Background: an optimization exercise with open tools, aiming at small area and a short achievable clock period. Do not read the settings as production practice.
In this exercise RTL edits were held to simulation tests only and were not proved equivalent to the original.
No activity file was given, so power comes from the tool's default toggle rates.

run 1:
Design convolution, start of the top module:
module convolution(
input        clk,
input [71:0] pixel_data_in,
input        pixel_data_valid_in,
output reg [7:0] convolved_data_out,
output reg   convolved_data_valid_out
);
wire [7:0] p0 = pixel_data_in[7:0];
wire [7:0] p1 = pixel_data_in[15:8];
wire [7:0] p2 = pixel_data_in[23:16];
wire [7:0] p3 = pixel_data_in[31:24];
wire [7:0] p5 = pixel_data_in[47:40];
wire [7:0] p6 = pixel_data_in[55:48];
wire [7:0] p7 = pixel_data_in[63:56];
wire [7:0] p8 = pixel_data_in[71:64];
reg [8:0] a, b, c, d;
reg       valid1;
always @(posedge clk) begin
    a <= {1'b0, p0} - {1'b0, p8};
    b <= {1'b0, p6} - {1'b0, p2};
    c <= {1'b0, p3} - {1'b0, p5};
    d <= {1'b0, p1} - {1'b0, p7};
    valid1 <= pixel_data_valid_in;
end
wire [10:0] ae = {{2{a[8]}}, a};
wire [10:0] be = {{2{b[8]}}, b};
wire [10:0] ce = {c[8], c, 1'b0};
wire [10:0] de = {d[8], d, 1'b0};
wire [10:0] nbe = ~be;                        
wire [10:0] xs = ae ^ be ^ ce;
wire [10:0] xk = (ae & be) | (ae & ce) | (be & ce);
wire [10:0] xc = {xk[9:0], 1'b0};
wire [10:0] ys = ae ^ nbe ^ de;
wire [10:0] yk = (ae & nbe) | (ae & de) | (nbe & de);
wire [10:0] yc = {yk[9:0], 1'b1};
wire [6:0] gxl = {1'b0, xs[5:0]} + {1'b0, xc[5:0]};
wire [6:0] gyl = {1'b0, ys[5:0]} + {1'b0, yc[5:0]};
wire [6:0] gx7 = {xs[6] ^ xc[6] ^ gxl[6], gxl[5:0]};
wire [6:0] gy7 = {ys[6] ^ yc[6] ^ gyl[6], gyl[5:0]};
  ...
Size: ~630 cells after synthesis, ~83 I/O pins, ~3900 um2 of cells after synthesis.
Settings: LEC_CHECK=0, CAP_MARGIN=20, CORE_MARGIN=2, CORE_UTILIZATION=55, PLACE_DENSITY=0.7, SETUP_SLACK_MARGIN=3.4, SLEW_MARGIN=20, TNS_END_PERCENT=10; clock period 5.5 ns.
standard.sh (not shown) runs the stock make flow with config.mk's settings and CLKGATE_MAP_FILE= SYNTH_SCRIPT=/design/flow/synth_recipe.tcl, a recipe that flattens the netlist after the stock synthesis.
==> flow/flow/run.sh <==
#!/bin/bash
# Own flow: the standard synthesis, then its combinational logic re-mapped by ABC (registers,
# their names and cell types kept exactly as the standard synthesis made them), the logic fed
# by the input ports mapped for a tighter delay than the rest, then the standard ORFS layout
# of that netlist with buf_1 cells as the port buffers.
set -euo pipefail
W=$PWD
R=orfs/results/sky130hd/convolution/base
YOSYS=$FLOW_HOME/../tools/install/yosys/bin/yosys
[ -x "$YOSYS" ] || YOSYS=yosys
LIB=$FLOW_HOME/platforms/sky130hd/lib/sky130_fd_sc_hd__tt_025C_1v80.lib

bash standard.sh synth > std_synth.log 2>&1
cp $R/1_2_yosys.v std_netlist.v
DU=$(grep -o -- "-dont_use [^ ]*" orfs/logs/sky130hd/convolution/base/1_2_yosys.log | sort -u | tr '\n' ' ')
mv orfs orfs_std

printf "set_driving_cell sky130_fd_sc_hd__buf_1\nset_load 5\n" > abc.constr

cat > resynth.ys <<EOT
read_liberty -ignore_miss_func $LIB
blackbox sky130_fd_sc_hd__df* sky130_fd_sc_hd__conb_*
read_verilog std_netlist.v
hierarchy -top $FLOW_TOP
flatten
opt_clean -purge
techmap
opt -fast
select -set s1 w:pixel_data_in w:pixel_data_valid_in %u %co*:-sky130_fd_sc_hd__dfxtp_1[Q] t:sky130_fd_sc_hd__df* %d
setattr -set stage1 1 @s1
select -set s2 * a:stage1 %d t:sky130_fd_sc_hd__df* %d t:sky130_fd_sc_hd__conb* %d
abc -script $W/flow/rest.abc -liberty $LIB $DU -constr $W/abc.constr @s2
abc -script $W/flow/s1.abc -liberty $LIB $DU -constr $W/abc.constr a:stage1
opt_clean -purge
hilomap -singleton -hicell sky130_fd_sc_hd__conb_1 HI -locell sky130_fd_sc_hd__conb_1 LO
splitnets
opt_clean -purge
stat -liberty $LIB
write_verilog -noattr -noexpr -nohex -nodec resynth.v
EOT
$YOSYS -s resynth.ys > resynth.log 2>&1

bash standard.sh SYNTH_NETLIST_FILES=$W/resynth.v \
  BUFFER_PORTS_ARGS="-buffer_cell sky130_fd_sc_hd__buf_1" finish > flow_layout.log 2>&1
==> flow/flow/rest.abc <==
strash
ifraig
scorr
dc2
dch -f
map -a
topo
strash
dch -f
map -D 1200
topo
strash
dch -f
map -D 1200
topo
==> flow/flow/s1.abc <==
strash
dch -f
map -D 1000
topo
buffer
upsize -D 850
dnsize -D 850
Here is what was changed in the inputs of run 2 compared with run 1.
- CORE_UTILIZATION: 55 -> 30
- PLACE_DENSITY: 0.7 -> unset
[summary]
Of run 1 and run 2, the higher count of standard-cell rows belongs to run 2. In the tables for run 1 and run 2, combinational power reads lower with run 2. Run 2 vs run 1 — maximum frequency dropped slightly. From run 1 to run 2 the numbers moved as follows: combinational power share fell by 2.0 points; areal power density over the cells moved up.
The inputs of run 3 differ from those of run 2 as listed below.
- CORE_UTILIZATION changed from 30 to 40
- SETUP_SLACK_MARGIN changed from 3.4 to 3.35
Results
Run 3 vs run 2 — total number of vias rose about 3%. Minimum period implied by the final worst setup slack improves in run 3 relative to run 2. Relative to run 2, critical path depth has increased by 2 in run 3. Count of instances resized after the clock tree is built was higher in the run labelled run 3. Hold slack ended up 0.011 ns higher on run 3 than on run 2. Changes observed in run 3 relative to run 2: leakage power summed over all cells saw little to no change; cell row count saw a decrease.
Edits applied to the flow inputs when going from run 3 to run 4:
- swapping 3.35 for 3.4 in SETUP_SLACK_MARGIN
- putting GPL_ROUTABILITY_DRIVEN at 0 where nothing was set
==> flow/flow/rest.abc <==
strash
ifraig
scorr
dc2
dch -f
map -a
topo
strash
dch -f
map -D 1200 -a
topo
strash
dch -f
map -D 1200
topo
==> flow/flow/s1.abc <==
strash
dch -f
map -D 900
topo
buffer
upsize -D 850
dnsize -D 850
==> notes.md <==
- Compared with run 3, in run 4 total power now sits lower; power in sequential cells now sits lower; transition at the pin with the smallest max-transition slack now sits lower; clock buffer count in the final layout now sits at about the same level; non-clock inverter instance count of the final layout now sits lower.
- Run 4 reached the end of the flow, and the finished layout is clean on the timing, design-rule and antenna checks.
Changes in run 5 relative to run 4:
- an added CTS_BUF_LIST of sky130_fd_sc_hd__clkbuf_4 sky130_fd_sc_hd__clkbuf_8
- a deleted GPL_ROUTABILITY_DRIVEN that had been 0
==> flow/flow/rest.abc <==
strash
ifraig
scorr
dc2
dch -f
map -a
topo
strash
dch -f
map -D 1200
topo
strash
dch -f
map -D 1200
topo
==> flow/flow/s1.abc <==
strash
dch -f
map -D 1000
topo
buffer
upsize -D 850
dnsize -D 850
Notes after the runs:
Footprint of the multi-input gates grows slightly when moving from run 4 to run 5. Compared with run 4, area after synthesis in run 5 decreased slightly. Higher utilization among run 5 and run 4: run 5. Delta (run 5 minus run 4): wire length +about 1.4%, cell area +about 1.6%. Sequential share of layout area essentially unchanged between run 4 and run 5. Compared with run 4, run 5 is the more power-hungry design. Run 5 vs run 4: area of the die down. Status: power consumed by combinational cells parity (run 4, run 5). Post-cts sizing count in run 5 is 3 above run 4.

-- port drivers added, routing unchanged --
The results above use ideal ports. As a check the final layouts listed here were re-extracted and re-timed, cells and wires unchanged.
Step 1 assumes that a clkbuf_16 drives the clock port and a buf_2 every other input.
Step 2 times the ports against the registers' clock, not the clock port: input delays grow and output delays shrink by t, the midpoint of the rising clock arrivals with the driver on.
a / b / c = ideal / step 1 / step 2; a / b = the first two.
| run | t, ns | setup WS [ns] | worst setup path at the end | slew at the worst register clock pin (ns) |
|---|---|---|---|---|
| run 1 | 0.325 | 3.471 / 3.459 / 3.157 | input to register | 0.10 / 0.10 |
| run 2 | 0.327 | 3.447 / 3.452 / 3.133 | input to register | 0.07 / 0.07 |
| run 3 | 0.330 | 3.452 / 3.449 / 3.130 | input to register | 0.10 / 0.10 |
| run 4 | 0.325 | 3.437 / 3.437 / 3.195 | input to register | 0.09 / 0.09 |
| run 5 | 0.330 | 3.471 / 3.482 / 3.152 | input to register | 0.10 / 0.10 |
After both steps every run listed still meets setup and hold. For run 3, which loses most, drivers alone change the setup slack by -0.003 ns; drivers and shift together by -0.322 ns.
